This design comes from an exercise in tuning for small area and a short achievable clock period on the open sky130 flow, not from production work.
RTL that was checked went through simulation tests only; none was proved equivalent to the original.

==> flow/design.v (excerpt) <==
module iir(
    input signed [31:0] x,
    input clk,
    input reset,
    output signed [31:0] y
    );
    reg [31:0] s1;
    reg [31:0] r2;
    wire [31:0] yv;
    wire [31:0] s1n;
    wire [31:0] r2n;
    wire ys_1;
    wire yc_2;
    wire ys_3;
    wire yc_4;
    wire ys_5;
    wire yc_6;
    wire ys_7;
    wire yc_8;
    wire ys_9;
    wire yc_10;
    wire ys_11;
    wire yc_12;
    wire ys_13;
    wire yc_14;
    wire ys_15;
    wire yc_16;
    wire ys_17;
    wire yc_18;
    wire ys_19;
    wire yc_20;
    wire ys_21;
    wire yc_22;
    wire ys_23;
    wire yc_24;
    wire ys_25;
    wire yc_26;
    wire ys_27;
    wire yc_28;
    wire ys_29;
    wire yc_30;
    wire ys_31;
    wire yc_32;
    wire ys_33;
    wire yc_34;
    wire ys_35;
    wire yc_36;
    wire ys_37;
    wire yc_38;
    wire ys_39;
    wire yc_40;
    wire ys_41;
    wire yc_42;
    wire ys_43;
    wire yc_44;
    wire ys_45;
    wire yc_46;
    wire ys_47;
    wire yc_48;
    wire ys_49;
    wire yc_50;
    wire ys_51;
    wire yc_52;
    wire ys_53;
    wire yc_54;
    wire ys_55;
    wire yc_56;
    wire ys_57;
    wire yc_58;
    wire ys_59;
    wire yc_60;
    wire yp_61;
    wire yg_62;
    wire yp_63;
    wire yg_64;
    wire yp_65;
    wire yg_66;
    wire yp_67;
    wire yg_68;
    wire yp_69;
    wire yg_70;
    wire yp_71;
    wire yg_72;
    wire yp_73;
    wire yg_74;
    wire yp_75;
    wire yg_76;
    wire yp_77;
    wire yg_78;
    wire yp_79;
    wire yg_80;
    wire yp_81;
    wire yg_82;
    wire yp_83;
    wire yg_84;
    wire yp_85;
    wire yg_86;
    wire yp_87;
    wire yg_88;
    wire yp_89;
    wire yg_90;
    wire yp_91;
    wire yg_92;
    wire yp_93;
    wire yg_94;
    wire yp_95;
    wire yg_96;
    wire yp_97;
    wire yg_98;
    wire yp_99;
    wire yg_100;
    wire yp_101;
    wire yg_102;
    wire yp_103;
    wire yg_104;
    wire yp_105;
    wire yg_106;
    wire yp_107;
    wire yg_108;
    wire yp_109;
    wire yg_110;
    wire yp_111;
    wire yg_112;
  ...
Size: ~650 cells after synthesis.
export LEC_CHECK = 0
export CAP_MARGIN = 20
export CORE_MARGIN = 2
export CORE_UTILIZATION = 80
export SETUP_SLACK_MARGIN = 4.3
export SLEW_MARGIN = 20
export SYNTH_HIERARCHICAL = 1
create_clock -name core_clock -period 11.0 [get_ports {clk}]
standard.sh (not shown) runs the stock make flow with config.mk's settings and CLKGATE_MAP_FILE= SYNTH_SCRIPT=/design/flow/synth_recipe.tcl, a recipe that flattens the netlist after the stock synthesis.
==> flow/flow/run.sh <==
#!/bin/bash
# The standard ORFS layout with extra make settings:
#   BUFFER_PORTS_ARGS="-buffer_cell sky130_fd_sc_hd__buf_2"
# Each ORFS step keeps its full log under orfs/logs; make's own output goes to flow.log.
set -o pipefail
bash standard.sh BUFFER_PORTS_ARGS="-buffer_cell sky130_fd_sc_hd__buf_2" finish > flow.log 2>&1
The starting point ended with an error in 5_1_grt.
Next try:
Settings changed: SETUP_SLACK_MARGIN 4.3 to 3.
With this change the flow produced a clean layout; synthesized cell count is unchanged; synthesized area is unchanged.


Another version of the RTL of iir (not shown whole).
For scale: roughly 730 cells after synthesis, ~7500 µm² of cells after synthesis.
==> flow/config.mk <==
export PLATFORM = sky130hd
export DESIGN_NAME = iir
export DESIGN_NICKNAME = iir
export VERILOG_FILES = /design/flow/design.v
export SDC_FILE = /design/flow/constraint.sdc
export NUM_CORES = 4
export LEC_CHECK = 0
export ABC_AREA = 1
export CAP_MARGIN = 20
export CORE_MARGIN = 2
export CORE_UTILIZATION = 40
export SETUP_SLACK_MARGIN = 3
export SLEW_MARGIN = 20
==> flow/constraint.sdc <==
create_clock -name core_clock -period 11.0 [get_ports {clk}]
set_input_delay 2.2000 -clock core_clock [delete_from_list [all_inputs] [get_ports {clk}]]
set_output_delay 2.2000 -clock core_clock [all_outputs]
set_load 0.01 [all_outputs]
Scripts as last shown in full above: flow/flow/run.sh
Change:
==> flow/run.sh (new file) <==
#!/bin/bash
# synth_recipe.tcl (not shown) runs the flow's synth.tcl, then flattens the netlist and writes it again
# the make line also repeats each setting of config.mk as NAME=value (left out here)
make -C /OpenROAD-flow-scripts/flow DESIGN_CONFIG=/design/flow/config.mk WORK_HOME=/design/flow/orfs CLKGATE_MAP_FILE= SYNTH_SCRIPT=/design/flow/synth_recipe.tcl finish
removed: flow/flow/run.sh
removed: flow/standard.sh
Setup slack is worse by 0.22 ns. Non-clock buffer count rises by 2. Routed wire length is about the same. Maximum frequency falls by a few percent. Synthesized cell count does not change. Via count is about the same. Final cell count hardly moves. Clock-buffer cell count rises by 3.
No functional check of the RTL was part of any run of this note.


## v46
iir, a different RTL version from the one above (not shown whole).
Size: about 64 flip-flops, about 66 I/O pins, about 0.0068 mm² of cells after synthesis.
export LEC_CHECK = 0
export CAP_MARGIN = 20
export CORE_MARGIN = 2
export CORE_UTILIZATION = 70
export SETUP_SLACK_MARGIN = 4.3
export SLEW_MARGIN = 20
export SYNTH_HIERARCHICAL = 1
export TNS_END_PERCENT = 0
create_clock -name core_clock -period 11.0 [get_ports {clk}]
==> flow/flow/run.sh <==
#!/bin/bash
# The standard ORFS layout with extra make settings:
#   BUFFER_PORTS_ARGS="-buffer_cell sky130_fd_sc_hd__buf_2" ABC_LOAD_IN_FF=1 CTS_ARGS="-sink_clustering_enable -repair_clock_nets -dont_use_dummy_load -buf_list sky130_fd_sc_hd__clkbuf_4"
# Each ORFS step keeps its full log under orfs/logs; make's own output goes to flow.log.
set -o pipefail
bash standard.sh BUFFER_PORTS_ARGS="-buffer_cell sky130_fd_sc_hd__buf_2" ABC_LOAD_IN_FF=1 CTS_ARGS="-sink_clustering_enable -repair_clock_nets -dont_use_dummy_load -buf_list sky130_fd_sc_hd__clkbuf_4" finish > flow.log 2>&1
v46 finished end to end and its layout was clean on timing, DRC and antenna.
Relative to v46, the following input files were edited for v52:
Settings: changing SETUP_SLACK_MARGIN from 4.3 to 4; removing TNS_END_PERCENT (formerly 0).
==> flow/flow/run.sh <==
#!/bin/bash
# The standard ORFS layout with extra make settings:
#   BUFFER_PORTS_ARGS="-buffer_cell sky130_fd_sc_hd__buf_2" ABC_LOAD_IN_FF=1 RECOVER_POWER=100 CTS_ARGS="-sink_clustering_enable -repair_clock_nets -dont_use_dummy_load -buf_list sky130_fd_sc_hd__clkbuf_4"
# Each ORFS step keeps its full log under orfs/logs; make's own output goes to flow.log.
set -o pipefail
bash standard.sh BUFFER_PORTS_ARGS="-buffer_cell sky130_fd_sc_hd__buf_2" ABC_LOAD_IN_FF=1 RECOVER_POWER=100 CTS_ARGS="-sink_clustering_enable -repair_clock_nets -dont_use_dummy_load -buf_list sky130_fd_sc_hd__clkbuf_4" finish > flow.log 2>&1
--- outcome ---
The flow completed for v52, but it is not clean: the layout still shows max-capacitance violations, max-slew violations.
v46 → v52: detailed-route wire length went down by about 8%; cell area went down by 570 µm².
From v46 to v52 the numbers moved as follows: arrival time at the worst endpoint now sits higher, number of violations of the max-capacitance limit now sits higher, number of inserted filler cells in the final layout increased 125.
The following lists how v33 was set up differently from v52:
Settings: setting GPL_ROUTABILITY_DRIVEN to 0 for the first time.
==> flow/flow/run.sh <==
#!/bin/bash
# The standard ORFS layout with extra make settings:
#   BUFFER_PORTS_ARGS="-buffer_cell sky130_fd_sc_hd__buf_2" ABC_LOAD_IN_FF=1 CTS_ARGS="-sink_clustering_enable -repair_clock_nets -dont_use_dummy_load -buf_list sky130_fd_sc_hd__clkbuf_4"
# Each ORFS step keeps its full log under orfs/logs; make's own output goes to flow.log.
set -o pipefail
bash standard.sh BUFFER_PORTS_ARGS="-buffer_cell sky130_fd_sc_hd__buf_2" ABC_LOAD_IN_FF=1 CTS_ARGS="-sink_clustering_enable -repair_clock_nets -dont_use_dummy_load -buf_list sky130_fd_sc_hd__clkbuf_4" finish > flow.log 2>&1
--- outcome ---
- v33 has completed all stages; timing, DRC and antenna checks passed.
- Taking v33 as 1.0, v52 lands at 1.06 on first-pass GRT wire length.
- Comparing area overhead of the layout relative to synthesis for v52 and v33, the bigger number came from v33.
- Diff v52 -> v33: actual transition at the worst max-transition pin -2.75 ns; worst hold slack after final layout -0.019 ns.
- Worst-case setup margin in the final layout is higher on v33
> inputs changed (v33 -> v23)
Settings: GPL_ROUTABILITY_DRIVEN: 0 -> unset; SETUP_SLACK_MARGIN: 4 -> 4.2.
--- outcome ---
v23 ends up with higher highest clock rate than v33 does. v33 vs v23, launching element of the worst setup path: x[9] vs x[14]. Across both runs, worst setup margin was higher for v23 than for v33. v23 — insertion delay to the later sink of the worst-skew pair 0.02 ns higher, v33 as reference. Final cell count without fillers (higher): v23. Cmp v33 and v23 / post-route worst hold slack / lower: v33. Diff v33..v23 | clock tree cell share of total cell area | negligible. v33 has higher time the final worst path needs with I/O delays and setup than v23. Between v33 and v23, proportion of cell area occupied by registers is higher for v33, v23 comes in under that. v23 ended up with a lower max-slew headroom at the worst pin than v33 did. v23 vs. v33: global-route usage now larger.

-- afterwards: timing with drivers on the ports --
The flow's constraints put no driver on any port. The routed layouts listed below were extracted and timed again, unchanged, in two steps.
Step 1 assumes that a clkbuf_16 drives the clock port and a buf_2 every other input.
Step 2, shift: input delay + t, output delay - t, t = (earliest + latest rising clock arrival at the registers) / 2. This alone moves slack from input paths to output paths.
Three values: no drivers, after step 1, after step 2; two values: the first two.
run | t (ns) | setup slack, ns | worst setup path at the end | worst data-port slew with drivers (ns) | pins driven straight from the clock port
the second run of note 1 | 0.379 | 4.006 / 3.980 / 3.876 | input to register | 0.04 | 1
the first run of note 2 | 0.378 | 3.480 / 3.458 / 3.282 | input to register | 0.05 | 1
the second run of note 2 | 0.379 | 3.259 / 3.240 / 3.175 | input to register | 0.05 | 1
v46 | 0.481 | 4.297 / 4.276 / 4.049 | input to register | 0.03 | 1
v52 | 0.487 | 3.544 / 3.553 / 3.066 | input to register | 0.03 | 1
v33 | 0.469 | 4.112 / 4.094 / 3.829 | input to register | 0.03 | 1
v23 | 0.482 | 4.210 / 4.189 / 4.149 | input to register | 0.03 | 1
The setup slack of v52, which loses most, moves by +0.009 ns with the drivers and by -0.478 ns with both steps.
